Context: an optimization exercise on an open-source flow, tuned for small area. The choices shown serve that exercise and are no tape-out recipe. Only simulation tests tie the RTL to the original design; equivalence was not proved. Power and IR drop assume default switching activity.

==> run a <==
==> flow/design.v <==
module BCD_to_seg(num, seg_out, dot); 
	input[3:0] num; 
	input dot;
	output reg[0:7] seg_out; 
	always@(*) begin
		case(num)
			0: seg_out = {7'b0000001, dot};
			1: seg_out = {7'b1001111, dot};
			2: seg_out = {7'b0010010, dot};
			3: seg_out = {7'b0000110, dot};
			4: seg_out = {7'b1001100, dot};
			5: seg_out = {7'b0100100, dot};
			6: seg_out = {7'b0100000, dot};
			7: seg_out = {7'b0001111, dot};
			8: seg_out = {7'b0000000, dot};
			9: seg_out = {7'b0000100, dot};
			10:seg_out = {7'b0001000, dot};
			11:seg_out = {7'b1100000, dot};
			14:seg_out = {7'b0110000, dot};
			15:seg_out = {7'b1110001, dot};
			default: seg_out = 8'b00110000;
		endcase
	end
endmodule
module checker_(clk, clr, ans, in, A, B, all4);
	input clk, clr;
	input[15:0] ans, in;
	output[2:0] A, B;
	output all4;
	reg[1:0] p;
	reg[3:0] x, y;
	wire[3:0] g = (p == 0) ? in[3:0] : (p == 1) ? in[7:4] : (p == 2) ? in[11:8] : in[15:12];
	wire[3:0] e = {ans[15:12] == g, ans[11:8] == g, ans[7:4] == g, ans[3:0] == g};
	wire ex = e[p];
	always@(posedge clk) begin
		if(clr)
			p <= 0;
		else
			p <= p + 2'd1;
		x <= {ex, x[3:1]};
		y <= {(e != 0) & ~ex, y[3:1]};
	end
	assign A = x[3] + x[2] + x[1] + x[0];
	assign B = y[3] + y[2] + y[1] + y[0];
	assign all4 = &x;
endmodule
module ansval(n, v);
	input[7:0] n;
	output reg[15:0] v;
	wire[2:0] ph = n[7:5], c5 = n[4:2];
	wire[1:0] c4 = n[1:0];
	wire[4:0] o5 = 5'b1 << c5;
	wire[1:0] c4_0 = c4 + 2'd0;
	wire[3:0] w4_0 = {c4_0 == 2, ~c4_0[1], c4_0[0], 1'b1};
	wire[1:0] c4_1 = c4 + 2'd1;
	wire[3:0] w4_1 = {c4_1 == 2, ~c4_1[1], c4_1[0], 1'b1};
	wire[1:0] c4_2 = c4 + 2'd2;
	wire[3:0] w4_2 = {c4_2 == 2, ~c4_2[1], c4_2[0], 1'b1};
	wire[1:0] c4_3 = c4 + 2'd3;
	wire[3:0] w4_3 = {c4_3 == 2, ~c4_3[1], c4_3[0], 1'b1};
	always@(*) begin
		case(ph)
			0: v = {{o5[3], o5[2], o5[0], o5[1]}, w4_2, w4_0, {o5[2], o5[1], o5[4], o5[0]}};
			1: v = {w4_0, {o5[2], o5[1], o5[4], o5[0]}, w4_3, w4_1};
			2: v = {w4_1, {o5[1], o5[0], o5[3], o5[4]}, {o5[4], o5[3], o5[1], o5[2]}, 4'd6};
			3: v = {w4_0, w4_2, {o5[3], o5[2], o5[0], o5[1]}, {o5[0], o5[4], o5[2], o5[3]}};
			4: v = {{o5[1], o5[0], o5[3], o5[4]}, w4_1, w4_3, {o5[2], o5[1], o5[4], o5[0]}};
			5: v = {{o5[3], o5[2], o5[0], o5[1]}, w4_2, w4_0, 4'd6};
			default: v = 16'h8763;
		endcase
	end
endmodule
module clock_(clk, rst, tick);
	parameter W = 8;
	parameter [W-1:0] TAPS = 8'hb8;   
	parameter [W-1:0] LAST = 8'h00;   
	input clk, rst;
	output tick;
	reg[W-1:0] s;
	reg tg;
	wire wrap = (s == LAST);
	wire fb = ^(s & TAPS);
	assign tick = wrap & ~tg;
	always@(posedge clk) begin
		if(rst) begin
			s <= {W{1'b1}};
			tg <= 0;
		end
		else begin
			s <= wrap ? {{(W-1){1'b1}}, 1'b0} : {s[W-2:0], fb};
			tg <= tg ^ wrap;
		end
	end
endmodule
module randGen(clk, rst, en, n);
	input clk, rst, en;
	output[7:0] n;
	reg[2:0] ph, c5, i;
	reg[1:0] c4;
	wire[2:0] nph = (ph == 5) ? 3'd0 : ph + 3'd1;
	assign n = {ph, c5, c4};
	always@(posedge clk) begin
		if(rst) begin
			ph <= 6;
			c5 <= 4;
			c4 <= 3;
			i <= 1;
		end
		else if(en) begin
			if(i == 0) begin
				ph <= nph;
				i <= nph + 3'd2;
				if(nph == 0) begin
					c5 <= (c5 == 4) ? 3'd0 : c5 + 3'd1;
					c4 <= c4 + 2'd1;
				end
			end
			else
				i <= i - 3'd1;
		end
	end
endmodule
module Guess(clk, rst, in, seg_out, led_out);
	input clk;
	input rst;
	input[0:12] in;
	output[0:31] seg_out;
	output reg[0:9] led_out;
	localparam S_INIT0 = 3'd0, S_INITC = 3'd1, S_INPUT = 3'd2, S_SHOW = 3'd3, S_WIN = 3'd4, S_LOSE = 3'd5;
	localparam K_TITLE = 3'd0, K_GUESS = 3'd1, K_RES = 3'd2, K_F05E = 3'd3, K_ANS = 3'd4;
	wire tick_1, tick_rnd, tick_display;
	wire[7:0] rnd;
	clock_ #(8, 8'hb8, 8'h4f) u_clk_1(clk, rst, tick_1);
	clock_ #(4, 4'hc, 4'ha) u_clk_rnd(clk, rst, tick_rnd);
	clock_ #(5, 5'h14, 5'h10) u_clk_display(clk, rst, tick_display);
	randGen u_rand(clk, rst, tick_rnd, rnd);
	reg[2:0] state, kind;
	reg[3:0] hp_v;
	reg[7:0] ans;
	reg[15:0] guess_num;
	reg[1:0] sel_num;
	wire init = (state == S_INIT0) || (state == S_INITC);
	reg l_mode, l_b11;
	reg[7:0] l_x;
	wire l_rst = l_mode & l_x[7];
	wire l_b10 = l_x[0], l_b12 = l_x[1];
	wire[15:0] ans_v;
	ansval u_ans(ans, ans_v);
	wire[2:0] A, B;
	wire all4;
	checker_ u_check(clk, tick_display & l_rst, ans_v, guess_num, A, B, all4);
	reg[2:0] n_state, n_kind;
	reg[3:0] n_hp_v;
	reg[7:0] n_ans;
	reg[15:0] n_guess_num;
	reg[1:0] n_sel_num;
	always@(*) begin
		n_state = state;
		n_kind = kind;
		n_hp_v = hp_v;
		n_ans = ans;
		n_guess_num = guess_num;
		n_sel_num = sel_num;
		if(l_rst) begin
			n_state = S_INIT0;
			n_kind = K_TITLE;
			n_hp_v = 10;
			n_ans = 8'hc0;
			n_guess_num = 0;
			n_sel_num = 0;
		end
		else if(~l_mode) begin
			case(state)
				S_INIT0, S_INITC: begin
					n_hp_v = 10;
					n_ans = l_x;
					n_sel_num = 0;
					n_kind = K_TITLE;
					n_guess_num = 0;
					if((state == S_INITC && guess_num[3:0] == 15) || l_b11)
						n_state = S_INPUT;
					else begin
						n_state = S_INITC;
						n_guess_num[3:0] = (state == S_INITC) ? guess_num[3:0] + 4'd1 : 4'd1;
					end
				end
				S_INPUT: begin
					if(l_b10)
						case(sel_num)
							0: n_guess_num[15:12] = (guess_num[15:12] == 9) ? 4'd0 : guess_num[15:12] + 4'd1;
							1: n_guess_num[11:8] = (guess_num[11:8] == 9) ? 4'd0 : guess_num[11:8] + 4'd1;
							2: n_guess_num[7:4] = (guess_num[7:4] == 9) ? 4'd0 : guess_num[7:4] + 4'd1;
							3: n_guess_num[3:0] = (guess_num[3:0] == 9) ? 4'd0 : guess_num[3:0] + 4'd1;
						endcase
					if(l_b11)
						n_sel_num = sel_num + 2'd1;
					if(l_b12) begin
						n_state = S_SHOW;
						if(!all4) begin
							if(hp_v != 0) begin
								if(hp_v == 1)
									n_state = S_LOSE;
								n_hp_v = hp_v - 1;
							end
						end
						else
							n_state = S_WIN;
					end
					n_kind = K_GUESS;
				end
				S_SHOW: begin
					n_kind = K_RES;
					if(l_b11)
						n_state = S_INPUT;
				end
				S_WIN: begin
					if(l_b11)
						n_state = S_INIT0;
				end
				S_LOSE: begin
					n_kind = l_b10 ? K_ANS : K_F05E;
					if(l_b11)
						n_state = S_INIT0;
				end
				default: begin
				end
			endcase
		end
		else begin
			if(l_b10 && !init)
				n_state = S_INIT0;
			if(l_b11 && hp_v < 10)
				n_hp_v = hp_v + 1;
			if(l_b12)
				n_kind = K_ANS;
		end
	end
	always@(posedge clk) begin
		if(tick_display) begin
			state <= n_state;
			kind <= n_kind;
			hp_v <= n_hp_v;
			ans <= n_ans;
			guess_num <= n_guess_num;
			sel_num <= n_sel_num;
		end
	end
	always@(posedge clk) begin
		if(rst) begin
			l_mode <= 1;
			l_b11 <= 0;
			l_x <= 8'h80;
		end
		else if(tick_1) begin
			l_mode <= in[9];
			l_b11 <= ~in[11];
			if(init && !in[9])
				l_x <= rnd;
			else
				l_x <= {6'd0, ~in[12], ~in[10]};
		end
		else if(tick_display) begin
			l_mode <= 1;
			l_b11 <= 0;
			l_x <= 0;
		end
	end
	wire[9:0] hp = (10'd1 << n_hp_v) - 10'd1;
	always@(posedge clk) begin
		if(tick_display) begin
			if(n_state == S_WIN)
				led_out <= {led_out[1:9], led_out[0]};
			else
				led_out <= hp;
		end
	end
	reg[15:0] val;
	always@(*) begin
		case(kind)
			K_TITLE: val = 16'h1a2b;
			K_GUESS: val = guess_num;
			K_RES: val = {1'b0, A, 4'ha, 1'b0, B, 4'hb};
			K_F05E: val = 16'hf05e;
			default: val = ans_v;
		endcase
	end
	BCD_to_seg u_seg0(val[15:12], seg_out[0:7], sel_num != 0);
	BCD_to_seg u_seg1(val[11:8], seg_out[8:15], sel_num != 1);
	BCD_to_seg u_seg2(val[7:4], seg_out[16:23], sel_num != 2);
	BCD_to_seg u_seg3(val[3:0], seg_out[24:31], sel_num != 3);
endmodule
==> flow/run.sh <==
#!/bin/bash
# synth_recipe.tcl (not shown) runs the flow's synth.tcl, then flattens the netlist and writes it again
# the make line also repeats each setting of config.mk as NAME=value (left out here)
make -C /OpenROAD-flow-scripts/flow DESIGN_CONFIG=/design/flow/config.mk WORK_HOME=/design/flow/orfs CLKGATE_MAP_FILE= SYNTH_SCRIPT=/design/flow/synth_recipe.tcl finish
==> flow/config.mk <==
export PLATFORM = sky130hd
export DESIGN_NAME = Guess
export DESIGN_NICKNAME = Guess
export VERILOG_FILES = /design/flow/design.v
export SDC_FILE = /design/flow/constraint.sdc
export NUM_CORES = 4
export LEC_CHECK = 0
export ABC_AREA = 1
export CAP_MARGIN = 20
export CORE_MARGIN = 2
export CORE_UTILIZATION = 70
export SLEW_MARGIN = 20
==> flow/constraint.sdc <==
create_clock -name core_clock -period 20.0 [get_ports {clk}]
set_input_delay 4.0000 -clock core_clock [delete_from_list [all_inputs] [get_ports {clk}]]
set_output_delay 4.0000 -clock core_clock [all_outputs]
set_load 0.01 [all_outputs]
==> inputs of run b, as changes to run a <==
==> flow/flow/run.sh (new file) <==
#!/bin/bash
# Own flow: the standard synthesis, then the combinational logic re-mapped
# with a stronger ABC script (flip-flops untouched), then the standard
# layout, with port buffers of the smallest buffer cell.
set -euo pipefail
W=$(pwd)
F=$W/flow
R=$W/orfs/results/$FLOW_PLATFORM/Guess/base
LIB=$FLOW_HOME/platforms/$FLOW_PLATFORM/lib/sky130_fd_sc_hd__tt_025C_1v80.lib
bash standard.sh synth > $W/synth_standard.log 2>&1
cp $R/1_2_yosys.v $W/1_2_yosys_standard.v
python3 $F/cellmap.py $LIB $W/1_2_yosys_standard.v $W/cellmap.v > $W/cellmap.log 2>&1
LIB=$LIB NET=$W/1_2_yosys_standard.v TOP=$FLOW_TOP MAPV=$W/cellmap.v \
  ABCSCRIPT=$F/abc.script DONTUSE="$(cat $F/dontuse.txt)" STAT=$W/remap_stat.txt \
  OUTV=$W/1_2_yosys_remapped.v yosys -c $F/remap.tcl > $W/remap.log 2>&1
cp $W/1_2_yosys_remapped.v $R/1_2_yosys.v
bash standard.sh "BUFFER_PORTS_ARGS=-buffer_cell sky130_fd_sc_hd__buf_1" finish > $W/layout.log 2>&1
==> flow/flow/abc.script (new file) <==
strash
&get -n
&deepsyn -T 60
&dch -f
&nf -R 1000
&put
==> flow/flow/cellmap.py (new file) <==
# cellmap.py LIB NETLIST OUT: write a Yosys techmap file that replaces each
# combinational cell used in NETLIST by its function from the liberty file
# (flip-flops and tie cells are left alone).
import re, sys
lib, net, out = sys.argv[1:4]
used = set(re.findall(r'\b(sky130_fd_sc_hd__\w+)\s', open(net).read()))
cells = {}; cur = None; pin = None; seq = set()
for line in open(lib):
    m = re.match(r'\s*cell\s*\(\s*"?(\w+)"?\s*\)', line)
    if m: cur = m.group(1); cells[cur] = []; pin = None; continue
    if cur is None: continue
    if re.match(r'\s*(ff|latch|statetable)\s*\(', line): seq.add(cur)
    m = re.match(r'\s*pin\s*\(\s*"?(\w+)"?\s*\)', line)
    if m: pin = [m.group(1), None, None]; cells[cur].append(pin); continue
    m = re.match(r'\s*direction\s*:\s*"?(\w+)"?', line)
    if m and pin: pin[1] = m.group(1); continue
    m = re.match(r'\s*function\s*:\s*"([^"]*)"', line)
    if m and pin: pin[2] = m.group(1)
o = []
for c in sorted(used):
    if c not in cells or c in seq: continue
    pins = cells[c]
    outs = [p for p in pins if p[1] == 'output']
    if not outs or any(p[2] is None for p in outs): continue
    ins = [p[0] for p in pins if p[1] == 'input']
    o.append('module %s(%s);' % (c, ', '.join(ins + [p[0] for p in outs])))
    if ins: o.append('  input %s;' % ', '.join(ins))
    o.append('  output %s;' % ', '.join(p[0] for p in outs))
    for p in outs:
        o.append('  assign %s = %s;' % (p[0], p[2].replace('!', '~')))
    o.append('endmodule')
open(out, 'w').write('\n'.join(o) + '\n')
==> flow/flow/dontuse.txt (new file) <==
-dont_use sky130_fd_sc_hd__lpflow_bleeder_1 -dont_use sky130_fd_sc_hd__lpflow_clkbufkapwr_1 -dont_use sky130_fd_sc_hd__lpflow_clkbufkapwr_16 -dont_use sky130_fd_sc_hd__lpflow_clkbufkapwr_2 -dont_use sky130_fd_sc_hd__lpflow_clkbufkapwr_4 -dont_use sky130_fd_sc_hd__lpflow_clkbufkapwr_8 -dont_use sky130_fd_sc_hd__lpflow_clkinvkapwr_1 -dont_use sky130_fd_sc_hd__lpflow_clkinvkapwr_16 -dont_use sky130_fd_sc_hd__lpflow_clkinvkapwr_2 -dont_use sky130_fd_sc_hd__lpflow_clkinvkapwr_4 -dont_use sky130_fd_sc_hd__lpflow_clkinvkapwr_8 -dont_use sky130_fd_sc_hd__lpflow_decapkapwr_12 -dont_use sky130_fd_sc_hd__lpflow_decapkapwr_3 -dont_use sky130_fd_sc_hd__lpflow_decapkapwr_4 -dont_use sky130_fd_sc_hd__lpflow_decapkapwr_6 -dont_use sky130_fd_sc_hd__lpflow_decapkapwr_8 -dont_use sky130_fd_sc_hd__lpflow_inputiso0n_1 -dont_use sky130_fd_sc_hd__lpflow_inputiso0p_1 -dont_use sky130_fd_sc_hd__lpflow_inputiso1n_1 -dont_use sky130_fd_sc_hd__lpflow_inputiso1p_1 -dont_use sky130_fd_sc_hd__lpflow_inputisolatch_1 -dont_use sky130_fd_sc_hd__lpflow_isobufsrc_1 -dont_use sky130_fd_sc_hd__lpflow_isobufsrc_16 -dont_use sky130_fd_sc_hd__lpflow_isobufsrc_2 -dont_use sky130_fd_sc_hd__lpflow_isobufsrc_4 -dont_use sky130_fd_sc_hd__lpflow_isobufsrc_8 -dont_use sky130_fd_sc_hd__lpflow_isobufsrckapwr_16 -dont_use sky130_fd_sc_hd__lpflow_lsbuf_lh_hl_isowell_tap_1 -dont_use sky130_fd_sc_hd__lpflow_lsbuf_lh_hl_isowell_tap_2 -dont_use sky130_fd_sc_hd__lpflow_lsbuf_lh_hl_isowell_tap_4 -dont_use sky130_fd_sc_hd__lpflow_lsbuf_lh_isowell_4 -dont_use sky130_fd_sc_hd__lpflow_lsbuf_lh_isowell_tap_1 -dont_use sky130_fd_sc_hd__lpflow_lsbuf_lh_isowell_tap_2 -dont_use sky130_fd_sc_hd__lpflow_lsbuf_lh_isowell_tap_4 -dont_use sky130_fd_sc_hd__probe_p_8 -dont_use sky130_fd_sc_hd__probec_p_8 
==> flow/flow/remap.tcl (new file) <==
# Re-map the combinational logic of the standard synthesis with a stronger
# ABC script; flip-flops, their names and cell types stay as they are.

set lib $::env(LIB)
set net $::env(NET)
yosys read_liberty -lib $lib
yosys read_verilog $net
yosys hierarchy -top $::env(TOP)
yosys read_verilog -lib $::env(MAPV)
yosys techmap -map $::env(MAPV)
yosys proc
yosys opt_clean
yosys techmap
yosys opt -fast
yosys stat
yosys abc -script $::env(ABCSCRIPT) -liberty $lib {*}$::env(DONTUSE)
yosys opt_clean -purge
yosys splitnets
yosys opt_clean -purge
yosys hilomap -singleton -hicell sky130_fd_sc_hd__conb_1 HI -locell sky130_fd_sc_hd__conb_1 LO
yosys insbuf -buf sky130_fd_sc_hd__buf_4 A X
yosys tee -o $::env(STAT) stat -liberty $lib
yosys write_verilog -noattr -nohex -nodec $::env(OUTV)
==> flow/standard.sh (new file) <==
#!/bin/bash
# synth_recipe.tcl (not shown) runs the flow's synth.tcl, then flattens the netlist and writes it again
# the make line also repeats each setting of config.mk as NAME=value (left out here)
make -C /OpenROAD-flow-scripts/flow DESIGN_CONFIG=/design/flow/config.mk WORK_HOME=/design/flow/orfs CLKGATE_MAP_FILE= SYNTH_SCRIPT=/design/flow/synth_recipe.tcl "${@:-finish}"
removed: flow/run.sh
==> comparison <==
Against run b, the hold slack of run a is lower by 14 ps. Global-route usage: run b is higher than run a (2.3 points). Against run b, the design area of run a is larger by about 30%. In sequential cell count, run a and run b do not differ. Between run b and run a, the lower synthesized cell count is in run b (gap 38%, measured against run a). Between run b and run a, the lower core utilization is in run b (gap 1.3 points). Sequential share of layout area: run a is lower than run b (9.6 points). Between run b and run a, the lower fmax is in run b (gap 12%, measured against run a). Between run b and run a, the lower setup slack is in run b (gap 980 ps).
==> figures <==
quantity	run a	run b
Status	no timing/DRC/antenna violations	no timing/DRC/antenna violations
Count of inserted tapcells	129	99
Overall routing resource usage	31.0%	33.4%
Average cell area after synthesis	6.85 um^2	8.64 um^2
Power Sequential	0.000213 W	0.000219 W
Core outline area	9330 um^2	7290 um^2
Data arrival, critical path	3170 ps	4150 ps
Wirelength, routed	15900 um	13700 um
Highest fanout seen on the critical path	9	10
Met3 global-route usage	4.86%	4.56%
Relative slew slack	52.8%	34.4%
Total Power	0.000383 W	0.000368 W
Share of total power in the clock network	31.0%	33.1%
Number of cell rows	35	31
Minimum hold slack	359 ps	373 ps
Synthesis-to-finish area growth	11.2%	9.45%
Startpoint of the worst register-to-register path	hp_v[0]$_DFFE_PP_	state[2]$_DFFE_PP_
Hold Startpoint	u_check.y[1]$_DFF_P_	u_check.y[3]$_DFF_P_
Clock transition at path regs	90 ps	110 ps

afterwards: timing with drivers on the ports:
How much do the figures lean on ideal ports? The routed layouts below were timed once more, with nothing changed but the port constraints. Step 1 sets driving cells, clkbuf_16 on the clock port and buf_2 on the other inputs (assumed; they add their load-dependent delay and slew). Step 2 also shifts input and output timing later by t, the mid clock arrival at the registers, as if the neighbouring blocks saw the same clock. a / b / c = ideal ports / drivers / drivers and shift; a / b = the first two.
run	t (ns)	slack for setup (ns)	slew at the worst register clock pin (ns)
run a	0.397	12.831 / 12.799 / 13.196	0.10 / 0.10
run b	0.407	11.855 / 11.820 / 12.227	0.11 / 0.11
After both steps setup and hold are still met in every run listed.
